From an optimization exercise on the open Yosys and OpenROAD flow, aimed at small area and a short achievable clock period; shortcuts taken in it are not production practice.
Function was not checked in any run shown here: the RTL went through the layout flow alone.
Power and IR drop assume default switching activity.

==> design.v <==
module fa(input a, input b, input ci, output s, output co);
  assign s = a ^ b ^ ci;
  assign co = (a & b) | (a & ci) | (b & ci);
endmodule
module multiplier(clk, INPUT_A, INPUT_B, RES);
  input clk;
  input [7:0] INPUT_A, INPUT_B;
  output reg [15:0] RES;
  reg [7:0] a_r, b_r;
  reg r2_0_0;
  reg r2_1_0;
  reg r2_1_1;
  reg r2_2_0;
  reg r2_2_1;
  reg r2_2_2;
  reg r2_3_0;
  reg r2_3_1;
  reg r2_3_2;
  reg r2_4_0;
  reg r2_4_1;
  reg r2_4_2;
  reg r2_5_0;
  reg r2_5_1;
  reg r2_5_2;
  reg r2_6_0;
  reg r2_6_1;
  reg r2_6_2;
  reg r2_7_0;
  reg r2_7_1;
  reg r2_7_2;
  reg r2_8_0;
  reg r2_8_1;
  reg r2_8_2;
  reg r2_9_0;
  reg r2_9_1;
  reg r2_9_2;
  reg r2_10_0;
  reg r2_10_1;
  reg r2_10_2;
  reg r2_11_0;
  reg r2_11_1;
  reg r2_11_2;
  reg r2_12_0;
  reg r2_12_1;
  reg r2_12_2;
  reg r2_13_0;
  reg r2_13_1;
  reg r2_13_2;
  reg r2_14_0;
  wire [15:0] prod;
  wire pp1;
  wire pp2;
  wire pp3;
  wire pp4;
  wire pp5;
  wire pp6;
  wire pp7;
  wire pp8;
  wire pp9;
  wire pp10;
  wire pp11;
  wire pp12;
  wire pp13;
  wire pp14;
  wire pp15;
  wire pp16;
  wire pp17;
  wire pp18;
  wire pp19;
  wire pp20;
  wire pp21;
  wire pp22;
  wire pp23;
  wire pp24;
  wire pp25;
  wire pp26;
  wire pp27;
  wire pp28;
  wire pp29;
  wire pp30;
  wire pp31;
  wire pp32;
  wire pp33;
  wire pp34;
  wire pp35;
  wire pp36;
  wire pp37;
  wire pp38;
  wire pp39;
  wire pp40;
  wire pp41;
  wire pp42;
  wire pp43;
  wire pp44;
  wire pp45;
  wire pp46;
  wire pp47;
  wire pp48;
  wire pp49;
  wire pp50;
  wire pp51;
  wire pp52;
  wire pp53;
  wire pp54;
  wire pp55;
  wire pp56;
  wire pp57;
  wire pp58;
  wire pp59;
  wire pp60;
  wire pp61;
  wire pp62;
  wire pp63;
  wire pp64;
  wire s65;
  wire c66;
  wire s67;
  wire c68;
  wire s69;
  wire c70;
  wire s71;
  wire c72;
  wire s73;
  wire c74;
  wire s75;
  wire c76;
  wire s77;
  wire c78;
  wire s79;
  wire c80;
  wire s81;
  wire c82;
  wire s83;
  wire c84;
  wire s85;
  wire c86;
  wire s87;
  wire c88;
  wire s89;
  wire c90;
  wire s91;
  wire c92;
  wire s93;
  wire c94;
  wire s95;
  wire c96;
  wire s97;
  wire c98;
  wire s99;
  wire c100;
  wire s101;
  wire c102;
  wire s103;
  wire c104;
  wire s105;
  wire c106;
  wire s107;
  wire c108;
  wire s109;
  wire c110;
  wire s111;
  wire c112;
  wire s113;
  wire c114;
  wire s115;
  wire c116;
  wire s117;
  wire c118;
  wire s119;
  wire c120;
  wire s121;
  wire c122;
  wire s123;
  wire c124;
  wire s125;
  wire c126;
  wire s127;
  wire c128;
  wire s129;
  wire c130;
  wire s131;
  wire c132;
  wire s133;
  wire c134;
  wire s135;
  wire c136;
  wire s137;
  wire c138;
  wire s139;
  wire c140;
  wire s141;
  wire c142;
  wire s143;
  wire c144;
  wire s145;
  wire c146;
  wire s147;
  wire c148;
  always @(posedge clk) begin
    a_r <= INPUT_A;
    b_r <= INPUT_B;
    r2_0_0 <= pp1;
    r2_1_0 <= pp2;
    r2_1_1 <= pp9;
    r2_2_0 <= pp3;
    r2_2_1 <= pp10;
    r2_2_2 <= pp17;
    r2_3_0 <= pp18;
    r2_3_1 <= pp25;
    r2_3_2 <= s105;
    r2_4_0 <= s77;
    r2_4_1 <= s107;
    r2_4_2 <= c106;
    r2_5_0 <= s79;
    r2_5_1 <= s109;
    r2_5_2 <= c108;
    r2_6_0 <= s85;
    r2_6_1 <= s111;
    r2_6_2 <= c110;
    r2_7_0 <= s89;
    r2_7_1 <= s113;
    r2_7_2 <= c112;
    r2_8_0 <= s93;
    r2_8_1 <= s115;
    r2_8_2 <= c114;
    r2_9_0 <= s97;
    r2_9_1 <= s117;
    r2_9_2 <= c116;
    r2_10_0 <= c98;
    r2_10_1 <= s119;
    r2_10_2 <= c118;
    r2_11_0 <= c102;
    r2_11_1 <= s121;
    r2_11_2 <= c120;
    r2_12_0 <= c104;
    r2_12_1 <= s123;
    r2_12_2 <= c122;
    r2_13_0 <= pp56;
    r2_13_1 <= pp63;
    r2_13_2 <= c124;
    r2_14_0 <= pp64;
    RES <= prod;
  end
  assign pp1 = ~(a_r[0] & b_r[0]);
  assign pp2 = ~(a_r[0] & b_r[1]);
  assign pp3 = ~(a_r[0] & b_r[2]);
  assign pp4 = ~(a_r[0] & b_r[3]);
  assign pp5 = ~(a_r[0] & b_r[4]);
  assign pp6 = ~(a_r[0] & b_r[5]);
  assign pp7 = ~(a_r[0] & b_r[6]);
  assign pp8 = ~(a_r[0] & b_r[7]);
  assign pp9 = ~(a_r[1] & b_r[0]);
  assign pp10 = ~(a_r[1] & b_r[1]);
  assign pp11 = ~(a_r[1] & b_r[2]);
  assign pp12 = ~(a_r[1] & b_r[3]);
  assign pp13 = ~(a_r[1] & b_r[4]);
  assign pp14 = ~(a_r[1] & b_r[5]);
  assign pp15 = ~(a_r[1] & b_r[6]);
  assign pp16 = ~(a_r[1] & b_r[7]);
  assign pp17 = ~(a_r[2] & b_r[0]);
  assign pp18 = ~(a_r[2] & b_r[1]);
  assign pp19 = ~(a_r[2] & b_r[2]);
  assign pp20 = ~(a_r[2] & b_r[3]);
  assign pp21 = ~(a_r[2] & b_r[4]);
  assign pp22 = ~(a_r[2] & b_r[5]);
  assign pp23 = ~(a_r[2] & b_r[6]);
  assign pp24 = ~(a_r[2] & b_r[7]);
  assign pp25 = ~(a_r[3] & b_r[0]);
  assign pp26 = ~(a_r[3] & b_r[1]);
  assign pp27 = ~(a_r[3] & b_r[2]);
  assign pp28 = ~(a_r[3] & b_r[3]);
  assign pp29 = ~(a_r[3] & b_r[4]);
  assign pp30 = ~(a_r[3] & b_r[5]);
  assign pp31 = ~(a_r[3] & b_r[6]);
  assign pp32 = ~(a_r[3] & b_r[7]);
  assign pp33 = ~(a_r[4] & b_r[0]);
  assign pp34 = ~(a_r[4] & b_r[1]);
  assign pp35 = ~(a_r[4] & b_r[2]);
  assign pp36 = ~(a_r[4] & b_r[3]);
  assign pp37 = ~(a_r[4] & b_r[4]);
  assign pp38 = ~(a_r[4] & b_r[5]);
  assign pp39 = ~(a_r[4] & b_r[6]);
  assign pp40 = ~(a_r[4] & b_r[7]);
  assign pp41 = ~(a_r[5] & b_r[0]);
  assign pp42 = ~(a_r[5] & b_r[1]);
  assign pp43 = ~(a_r[5] & b_r[2]);
  assign pp44 = ~(a_r[5] & b_r[3]);
  assign pp45 = ~(a_r[5] & b_r[4]);
  assign pp46 = ~(a_r[5] & b_r[5]);
  assign pp47 = ~(a_r[5] & b_r[6]);
  assign pp48 = ~(a_r[5] & b_r[7]);
  assign pp49 = ~(a_r[6] & b_r[0]);
  assign pp50 = ~(a_r[6] & b_r[1]);
  assign pp51 = ~(a_r[6] & b_r[2]);
  assign pp52 = ~(a_r[6] & b_r[3]);
  assign pp53 = ~(a_r[6] & b_r[4]);
  assign pp54 = ~(a_r[6] & b_r[5]);
  assign pp55 = ~(a_r[6] & b_r[6]);
  assign pp56 = ~(a_r[6] & b_r[7]);
  assign pp57 = ~(a_r[7] & b_r[0]);
  assign pp58 = ~(a_r[7] & b_r[1]);
  assign pp59 = ~(a_r[7] & b_r[2]);
  assign pp60 = ~(a_r[7] & b_r[3]);
  assign pp61 = ~(a_r[7] & b_r[4]);
  assign pp62 = ~(a_r[7] & b_r[5]);
  assign pp63 = ~(a_r[7] & b_r[6]);
  assign pp64 = ~(a_r[7] & b_r[7]);
  assign s65 = ~(pp7 ^ pp14);
  assign c66 = pp7 | pp14;
  fa u_fa1 (.a(pp8), .b(pp15), .ci(pp22), .s(s67), .co(c68));
  assign s69 = ~(pp29 ^ pp36);
  assign c70 = pp29 | pp36;
  fa u_fa2 (.a(pp16), .b(pp23), .ci(pp30), .s(s71), .co(c72));
  assign s73 = ~(pp37 ^ pp44);
  assign c74 = pp37 | pp44;
  fa u_fa3 (.a(pp24), .b(pp31), .ci(pp38), .s(s75), .co(c76));
  assign s77 = ~(pp5 ^ pp12);
  assign c78 = pp5 | pp12;
  fa u_fa4 (.a(pp6), .b(pp13), .ci(pp20), .s(s79), .co(c80));
  assign s81 = ~(pp27 ^ pp34);
  assign c82 = pp27 | pp34;
  fa u_fa5 (.a(pp21), .b(pp28), .ci(pp35), .s(s83), .co(c84));
  fa u_fa6 (.a(pp42), .b(pp49), .ci(s65), .s(s85), .co(c86));
  fa u_fa7 (.a(pp43), .b(pp50), .ci(pp57), .s(s87), .co(c88));
  fa u_fa8 (.a(s69), .b(c66), .ci(s67), .s(s89), .co(c90));
  fa u_fa9 (.a(pp51), .b(pp58), .ci(s73), .s(s91), .co(c92));
  fa u_fa10 (.a(c70), .b(c68), .ci(s71), .s(s93), .co(c94));
  fa u_fa11 (.a(pp45), .b(pp52), .ci(pp59), .s(s95), .co(c96));
  fa u_fa12 (.a(c74), .b(c72), .ci(s75), .s(s97), .co(c98));
  fa u_fa13 (.a(pp32), .b(pp39), .ci(pp46), .s(s99), .co(c100));
  fa u_fa14 (.a(pp53), .b(pp60), .ci(c76), .s(s101), .co(c102));
  fa u_fa15 (.a(pp40), .b(pp47), .ci(pp54), .s(s103), .co(c104));
  assign s105 = ~(pp4 ^ pp11);
  assign c106 = pp4 | pp11;
  fa u_fa16 (.a(pp19), .b(pp26), .ci(pp33), .s(s107), .co(c108));
  fa u_fa17 (.a(pp41), .b(s81), .ci(c78), .s(s109), .co(c110));
  fa u_fa18 (.a(c82), .b(c80), .ci(s83), .s(s111), .co(c112));
  fa u_fa19 (.a(c84), .b(s87), .ci(c86), .s(s113), .co(c114));
  fa u_fa20 (.a(c88), .b(s91), .ci(c90), .s(s115), .co(c116));
  fa u_fa21 (.a(s95), .b(c92), .ci(c94), .s(s117), .co(c118));
  fa u_fa22 (.a(c96), .b(s99), .ci(s101), .s(s119), .co(c120));
  fa u_fa23 (.a(pp61), .b(c100), .ci(s103), .s(s121), .co(c122));
  fa u_fa24 (.a(pp48), .b(pp55), .ci(pp62), .s(s123), .co(c124));
  assign s125 = ~(r2_2_0 ^ r2_2_1);
  assign c126 = r2_2_0 | r2_2_1;
  fa u_fa25 (.a(r2_3_0), .b(r2_3_1), .ci(r2_3_2), .s(s127), .co(c128));
  fa u_fa26 (.a(r2_4_0), .b(r2_4_1), .ci(r2_4_2), .s(s129), .co(c130));
  fa u_fa27 (.a(r2_5_0), .b(r2_5_1), .ci(r2_5_2), .s(s131), .co(c132));
  fa u_fa28 (.a(r2_6_0), .b(r2_6_1), .ci(r2_6_2), .s(s133), .co(c134));
  fa u_fa29 (.a(r2_7_0), .b(r2_7_1), .ci(r2_7_2), .s(s135), .co(c136));
  fa u_fa30 (.a(r2_8_0), .b(r2_8_1), .ci(r2_8_2), .s(s137), .co(c138));
  fa u_fa31 (.a(r2_9_0), .b(r2_9_1), .ci(r2_9_2), .s(s139), .co(c140));
  fa u_fa32 (.a(r2_10_0), .b(r2_10_1), .ci(r2_10_2), .s(s141), .co(c142));
  fa u_fa33 (.a(r2_11_0), .b(r2_11_1), .ci(r2_11_2), .s(s143), .co(c144));
  fa u_fa34 (.a(r2_12_0), .b(r2_12_1), .ci(r2_12_2), .s(s145), .co(c146));
  fa u_fa35 (.a(r2_13_0), .b(r2_13_1), .ci(r2_13_2), .s(s147), .co(c148));
  assign prod = ~({1'b1, r2_14_0, s147, s145, s143, s141, s139, s137, s135, s133, s131, s129, s127, r2_2_2, r2_1_0, r2_0_0} + {1'b1, c148, c146, c144, c142, c140, c138, c136, c134, c132, c130, c128, c126, s125, r2_1_1, 1'b1} + 16'd1);
endmodule
==> flow/run.sh <==
#!/bin/bash
# Own layout flow: the standard flow (standard.sh), unchanged synthesis, with
# small buffers on the ports and a lighter clock tree. Each step logs to its own file.
set -euo pipefail
here=$(pwd)
extra=()
[[ -f flow/extra.txt ]] && mapfile -t extra < flow/extra.txt
bash standard.sh synth > "$here/synth.log" 2>&1
bash standard.sh "${extra[@]}" floorplan > "$here/floorplan.log" 2>&1
bash standard.sh "${extra[@]}" place > "$here/place.log" 2>&1
bash standard.sh "${extra[@]}" cts > "$here/cts.log" 2>&1
bash standard.sh "${extra[@]}" route > "$here/route.log" 2>&1
bash standard.sh "${extra[@]}" finish > "$here/finish.log" 2>&1
==> flow/extra.txt <==
BUFFER_PORTS_ARGS=-buffer_cell sky130_fd_sc_hd__buf_1
MATCH_CELL_FOOTPRINT=0
==> standard.sh <==
#!/bin/bash
# synth_recipe.tcl (not shown) runs the flow's synth.tcl, then flattens the netlist and writes it again
# the make line also repeats each setting of config.mk as NAME=value (left out here)
make -C /OpenROAD-flow-scripts/flow DESIGN_CONFIG=/design/flow/config.mk WORK_HOME=/design/flow/orfs CLKGATE_MAP_FILE= SYNTH_SCRIPT=/design/flow/synth_recipe.tcl "${@:-finish}"
==> config.mk <==
export PLATFORM = sky130hd
export DESIGN_NAME = multiplier
export DESIGN_NICKNAME = multiplier
export VERILOG_FILES = /design/flow/design.v
export SDC_FILE = /design/flow/constraint.sdc
export NUM_CORES = 4
export LEC_CHECK = 0
export CAP_MARGIN = 20
export CORE_MARGIN = 2
export CORE_UTILIZATION = 40
export SLEW_MARGIN = 20
export SYNTH_HIERARCHICAL = 1
==> constraint.sdc <==
create_clock -name core_clock -period 4.0 [get_ports {clk}]
set_input_delay 0.8000 -clock core_clock [delete_from_list [all_inputs] [get_ports {clk}]]
set_output_delay 0.8000 -clock core_clock [all_outputs]
set_load 0.01 [all_outputs]
==> results of run 1 <==
[modules after synthesis, one instance, submodules excluded]
module / flops+latches / cells inside / copies in the design
fa: 0 / 1 / 35
multiplier: 72 / 254 / 1
[synthesized netlist by cell type (all sizes together), types with 4 or more instances]
cell type / instances
and2: 13
a21oi: 9
ha: 21
clkbuf: 6
a21o: 6
xor2: 7
o21ai: 4
xnor2: 4
nand2: 58
dfxtp: 72
inv: 24
fa: 36
[where the power goes]
| part | total [uW] | switching (uW) | leakage [uW] | internal (uW) |
|---|---|---|---|---|
| Clock | 709 | 287 | 0.000125 | 422 |
| Combinational | 900 | 495 | 0.000810 | 405 |
| Sequential | 923 | 62.3 | 0.000604 | 861 |
| Total | 2530 | 844 | 0.00154 | 1690 |
[worst max-delay path: stages (launching register included)]
cell and delay (ps):
dfxtp_1 320, fa_1 470, ha_1 340, and2_4 190
a221oi_2 290, a21boi_1 120, or4_1 390, and3_1 170
[final timing paths]
kind / start / end / slack, ps
hold reg to reg: r2_0_0 / RES[0] / 360
hold / removal: r2_0_0 / RES[0] / 360
setup reg to reg: r2_5_0 / RES[9] / 1610
setup / recovery: r2_5_0 / RES[9] / 1610
[metal layers]
layer,global-route usage,wire length [um]
met5,0,0
met4,0.0700,88
met3,0.0457,275
met1,0.188,2630
met2,0.218,2490
[layout make-up]
class,count,area share
multi-input cells,186,0.455
flip-flops and latches,72,0.387
well taps,102,0.0343
clock inverters,7,0.0336
clock buffers,9,0.0333
repair buffers,32,0.0323
inverters,24,0.0242
[logic make-up (layout without fill, tap and decap cells)]
| kind of cell | count (synthesis) | in the layout | synth area share |
|---|---|---|---|
| adder cells (fa/ha/maj) | 57 | 57 | 0.302 |
| buffers and inverters | 31 | 72 | 0.0362 |
| AND/OR/NAND/NOR | 85 | 85 | 0.118 |
| XOR/XNOR | 11 | 11 | 0.0296 |
| flip-flops | 72 | 72 | 0.443 |
| AO/OA/AOI/OAI | 33 | 33 | 0.0708 |
[stage by stage]
step	power (uW)	setup slack, ps
after global routing	2730	1510
after global placement	1830	1650
final	2530	1610
after floorplan	1640	1710
after CTS	2570	1600
after detailed placement	1850	1620
==> summary.txt, run 1 <==
Worst hold path
  • HP Class: flip-flop to flip-flop
  • Worst Hold Depth: 1

Detailed routing
  • Routed Antenna Nets: 0
  • DR vias/cell: 4.59
  • Routed length per instance: 12.7 um
  • Initial drt markers: 83
  • WL final: 5480 um
  • Pre-antenna DRT Iters: 4
  • # DRC: 0
  • DR vias: 1,985

Placed design
  • IO Port Bufs: 32
  • Hpwl dp: 4220 um
  • Placer Congestion: 0.802
  • Placed inst area: 3470 um2
  • DP Cell Count: 416

Logic synthesis
  • Yosys top cell by area: dfxtp_1
  • Share of the synthesized area in the top cell type: 0.443
  • Synthesis-stage register bit count: 72
  • Gate Count Post-Synth: 289
  • Post-synth cell types: 32
  • Number of synthesized flops with an enable pin: 0
  • Post-synth ARST share: 0
  • Syn_nets: 363
  • Sequential-to-total area share from yosys stat: 0.443
  • Synth Warn #: 7
  • Synth Area per Inst: 11.3 um2
  • Ranking of synthesized cells by area: dfxtp_1 44%, fa_1 22%, ha_1 8.1%, nand2_1 6.7%, inv_1 2.8%
  • Synth Flop Type: dfxtp_1
  • Synth Cell Area: 3250 um2

Layout
  • # diodes: 0
  • Top Registers: RES: 16 flops, a_r: 8 flops, b_r: 8 flops
  • Largest Register: RES
  • Syn-to-layout area delta: 14.4%
  • Fillers: 736
  • Fin util: 0.477
  • Share of cells above drive strength 1: 0.0636
  • Finished Layout Cells: 432
  • Most frequent cells in the layout: 72 x dfxtp_1, 58 x nand2_1, 36 x fa_1
  • Max reg flops: 16
  • Layout net count: 399
  • Footprint of the multi-input gates: 1690 um2
  • FF/Latch Area: 1440 um2
  • Final instance area: 3720 um2
  • Commonest non-fill, non-tap cell in the layout: dfxtp_1

Die
  • IO Pins: 33
  • Die Y: 94.2 um
  • Die Area: 8870 um2
  • Starting Density: 0.417
  • Floorplan die width: 94.2 um
  • Row count: 32
  • Area of the core: 7810 um2

Critical path
  • R2R depth: 7
  • Arr. time, crit path: 2630 ps
  • Crit path required time: 4240 ps
  • Critical path class: flip-flop to flip-flop
  • Crit path max fanout: 4
  • Startpoint types: flip-flop
  • Setup crit end kind: flip-flop

Clocking
  • CTS H-tree depth: 3
  • Hold Buf Count CTS: 0
  • CTS Sinks: 72
  • Deepest clock path buffer count: 2
  • Cts repair resizes: 0
  • CTS tree: done
  • Clock-pin slew on the worst setup and hold paths: 80 ps
  • Post-CTS setup buffers: 0
  • Num CTS Buffers: 9
  • Clock latency (worst-skew pair): 340 ps
  • Clock Root Buffer: clkbuf_8

Run status
  • Outcome: complete, no violations

Timing
  • Slew Limit Fails: 0
  • Worst Max-Slew Pin Slew: 484 ps
  • Final min period: 2390 ps
  • Fmax achieved: 0.418 GHz
  • Final setup viols: 0
  • Relative slew slack: 0.676
  • Final hold violations: 0
  • Worst-case clock skew: 8.98 ps
  • Setup TNS: 0 ps
  • RSZ-0062 raised after global routing: no
  • Tcrit/Tclk final: 0.598
  • Fin Hold WS: 362 ps

Flow run
  • Max cap viols: 0

Global route
  • Antenna violations before repair: 0
  • Gr usage total: 0.145
  • Wire length of the first global-routing pass: 9630 um
  • Largest net degree at the start of global routing: 15
  • Vias in the first global route: 2,066
  • Remaining global-route overflow: 0

Power and ir drop
  • Pleak: 0.00154 uW
  • Worst vdd ir: 0.220 mV
  • PwrDens: 680 nW/um2
==> inputs of run 2 (changes only) <==
==> run.sh (new file) <==
#!/bin/bash
# synth_recipe.tcl (not shown) runs the flow's synth.tcl, then flattens the netlist and writes it again
# the make line also repeats each setting of config.mk as NAME=value (left out here)
make -C /OpenROAD-flow-scripts/flow DESIGN_CONFIG=/design/flow/config.mk WORK_HOME=/design/flow/orfs CLKGATE_MAP_FILE= SYNTH_SCRIPT=/design/flow/synth_recipe.tcl finish
removed: flow/run.sh
removed: flow/extra.txt
removed: standard.sh
==> run 2 against run 1 <==
Total power is 3.8% lower; cell count unchanged; sequential power barely moved; clock skew down 3.1 ps; sequential share of layout area fell by 1.2 points; setup slack got worse by 45 ps; global-route usage is 0.21 points higher; critical path type unchanged.
==> summary.txt, run 2 <==
Placed design
  • IO Port Bufs: 32 (unchanged)
  • Hpwl dp: 4150 um (-1.6%)
  • Placer Congestion: 0.814 (+1.6%)
  • Placed inst area: 3670 um2 (+5.8%)

Critical path
  • Setup crit end kind: flip-flop
  • Startpoint types: flip-flop
  • Critical-path top delay cell: fa_1
  • Critical path's top delay family: adder cells
  • Crit path max fanout: 4 (unchanged)
  • Critical path class: flip-flop to flip-flop
  • Crit path required time: 4240 ps (about the same)
  • WP buf/inv: 0 (unchanged)
  • Worst path max stage delay: 480 ps (about the same)
  • Critical path cell sequence: fa_1, ha_1, and2_4, a221oi_2, a21boi_1, or4_1, and3_1
  • Arr. time, crit path: 2680 ps (+50 ps)

Detailed routing
  • Routed Antenna Nets: 0 (unchanged)
  • Initial drt markers: 54 (-35%)
  • # DRC: 0 (unchanged)
  • DR vias/cell: 4.60 (+0.20%)
  • Pre-antenna DRT Iters: 4 (unchanged)
  • Routed length per instance: 13.0 um (+2.3%)
  • WL final: 5610 um (+2.3%)
  • DR vias: 1,989 (+0.20%)

Global route
  • Wire length of the first global-routing pass: 9740 um (+1.1%)
  • Antenna violations before repair: 0 (unchanged)
  • Largest net degree at the start of global routing: 14 (-1)
  • Remaining global-route overflow: 0 (unchanged)
  • Gr usage total: 0.147 (+0.00207)
  • Vias in the first global route: 2,061 (-0.24%)

Power and ir drop
  • PwrDens: 634 nW/um2 (-6.9%)
  • Switching share of power: 0.348 (+0.0150)
  • Internal: 1590 uW (-6.0%)
  • Combinational share of power: 0.412 (+0.057)
  • Clock Power Share: 0.208 (-0.072)
  • Reg power frac: 0.380 (+0.015)
  • Worst vdd ir: 0.196 mV (-11%)
  • Sw Pwr: 849 uW (+0.55%)
  • Pleak: 0.00158 uW (+2.6%)

Layout
  • Share of cells above drive strength 1: 0.0606 (-0.00303)
  • Max reg flops: 16 (unchanged)
  • Final instance area: 3840 um2 (+3.3%)
  • Layout net count: 399 (unchanged)
  • Commonest non-fill, non-tap cell in the layout: dfxtp_1
  • # diodes: 0 (unchanged)
  • Fillers: 713 (-3.1%)
  • Largest Register: RES
  • Most frequent cells in the layout: 72 x dfxtp_1, 58 x nand2_1, 36 x fa_1
  • Syn-to-layout area delta: 18.2%
  • Top Registers: RES: 16 flops, a_r: 8 flops, b_r: 8 flops

Logic synthesis
  • Post-synth ARST share: 0 (unchanged)
  • Share of the synthesized area in the top cell type: 0.443 (unchanged)
  • Yosys top cell by area: dfxtp_1
  • Syn_nets: 363 (unchanged)
  • Synth Cell Area: 3250 um2 (unchanged)
  • Synth Area per Inst: 11.3 um2 (unchanged)
  • Synthesis-stage register bit count: 72 (unchanged)
  • Synth Flop Type: dfxtp_1
  • Sequential-to-total area share from yosys stat: 0.443 (unchanged)
  • Synth Warn #: 7 (unchanged)
  • Ranking of synthesized cells by area: dfxtp_1 44%, fa_1 22%, ha_1 8.1%, nand2_1 6.7%, inv_1 2.8%
  • Gate Count Post-Synth: 289 (unchanged)
  • Most frequent cell after synthesis: dfxtp_1
  • Post-synth top cells: 72 x dfxtp_1, 58 x nand2_1, 36 x fa_1, 24 x inv_1, 21 x ha_1
  • Post-synth cell types: 32 (unchanged)
  • Number of synthesized flops with an enable pin: 0 (unchanged)

Run status
  • Outcome: complete, no violations

Die
  • Die Y: 94.2 um (unchanged)
  • Row count: 32 (unchanged)
  • IO Pins: 33 (unchanged)
  • Area of the core: 7810 um2 (unchanged)
  • Floorplan die width: 94.2 um (unchanged)
  • Starting Density: 0.417 (unchanged)
  • Die Area: 8870 um2 (unchanged)

Timing
  • Worst Max-Slew Pin Slew: 504 ps (+20.1 ps)
  • Setup TNS: 0 ps (unchanged)
  • Tcrit/Tclk final: 0.609 (+0.0113)
  • Fmax achieved: 0.411 GHz (-1.9%)
  • Worst-case clock skew: 5.86 ps (-3.12 ps)
  • Fin Hold WS: 369 ps (+7.23 ps)
  • Relative slew slack: 0.662 (-0.0135)
  • Final min period: 2440 ps (+45.1 ps)
  • Slew Limit Fails: 0 (unchanged)
  • Final setup viols: 0 (unchanged)
  • Final hold violations: 0 (unchanged)
  • RSZ-0062 raised after global routing: no

Flow run
  • Max cap viols: 0 (unchanged)

Clocking
  • Clock Root Buffer: clkbuf_8
  • Clock-pin slew on the worst setup and hold paths: 80 ps (about the same)
  • CTS H-tree depth: 3 (unchanged)
  • Deepest clock path buffer count: 2 (unchanged)
  • Clock latency (worst-skew pair): 350 ps (about the same)
  • Cts repair resizes: 0 (unchanged)
  • Num CTS Buffers: 9 (unchanged)
  • CTS Sinks: 72 (unchanged)
  • Hold Buf Count CTS: 0 (unchanged)
  • CTS tree: done
  • Post-CTS setup buffers: 0 (unchanged)

Worst hold path
  • HP Class: flip-flop to flip-flop
-- run 2: logic make-up after synthesis --
| group | after synthesis | share of synthesized area |
|---|---|---|
| flops | 72 | 0.443 |
| fa+ha+maj | 57 | 0.302 |
| xor+xnor | 11 | 0.0296 |
| buf+inv | 31 | 0.0362 |
| compound gates | 33 | 0.0708 |
| simple gates | 85 | 0.118 |
-- run 2: modules after synthesis, one instance, submodules excluded --
module,flops+latches,area (um2),copies in the design
multiplier,72,2550,1
fa,0,20.0,35
-- run 2: area by class of cell --
type                       instances  area (um2)  share of cell area
clock inverter                     6        45.0              0.0117
timing repair buffer              32         320              0.0833
sequential                        72        1440               0.375
clock buffer                      10         128              0.0332
tap                              102         128              0.0332
inverter                          24        90.1              0.0234
multi-input combinational        186        1690               0.440
-- run 2: worst paths after layout --
check | from | endpoint | slack, ps | depth (start not counted)
worst min-delay path | r2_0_0 | RES[0] | 370 | 1
worst max-delay path | r2_5_0 | RES[9] | 1560 | 7
worst min register to register | r2_0_0 | RES[0] | 370 | 1
worst max register to register | r2_5_0 | RES[9] | 1560 | 7
-- run 2: metrics by stage --
step                      utilization  setup WS (ps)  std cells  total power (uW)
after global routing            0.492           1470        432              2640
after CTS                       0.492           1560        432              2460
final                           0.492           1560        432              2440
after detailed placement        0.470           1600        416              1940
after global placement          0.470           1650        416              1920
after floorplan                     -           1710        289              1640
-- run 2: power by group through the flow --
| stage | clock network, uW | registers, uW | logic (uW) |
|---|---|---|---|
| 6_report | 507 | 925 | 1000 |
| 5_1_grt | 567 | 942 | 1130 |
| 4_1_cts | 529 | 927 | 1000 |
| 3_5_place_dp | 0 | 944 | 996 |
| 3_3_place_gp | 0 | 941 | 977 |
| 2_1_floorplan | 0 | 963 | 680 |
-- run 2: metal layers --
| metal | track usage | up-vias | routed length [um] |
|---|---|---|---|
| met5 | 0 | - | 0 |
| met4 | 0.0773 | 0 | 102 |
| met3 | 0.0433 | 9 | 173 |
| met2 | 0.221 | 38 | 2510 |
| met1 | 0.190 | 943 | 2820 |
| li1 | - | 999 | - |

==> separate check: timing with driven ports <==
The results above use ideal ports. As a check the final layouts listed here were re-extracted and re-timed, cells and wires unchanged.
Step 1 (the two cells are an assumption about what drives the block):
set clk [get_ports {clk}]
set_driving_cell -lib_cell sky130_fd_sc_hd__clkbuf_16 $clk
set_driving_cell -lib_cell sky130_fd_sc_hd__buf_2 [delete_from_list [all_inputs] $clk]
Step 2, shift: input delay + t, output delay - t, t = (earliest + latest rising clock arrival at the registers) / 2. This alone moves slack from input paths to output paths.
Slacks: no drivers / after step 1 / after step 2; pairs: no drivers / after step 1.
| run | shift t [ns] | setup slack, ns | hold WS [ns] |
|---|---|---|---|
| run 1 | 0.370 | 1.610 / 1.610 / 1.610 | 0.362 / 0.362 / 0.362 |
| run 2 | 0.373 | 1.564 / 1.564 / 1.564 | 0.369 / 0.369 / 0.369 |
After both steps every run listed still meets setup and hold.
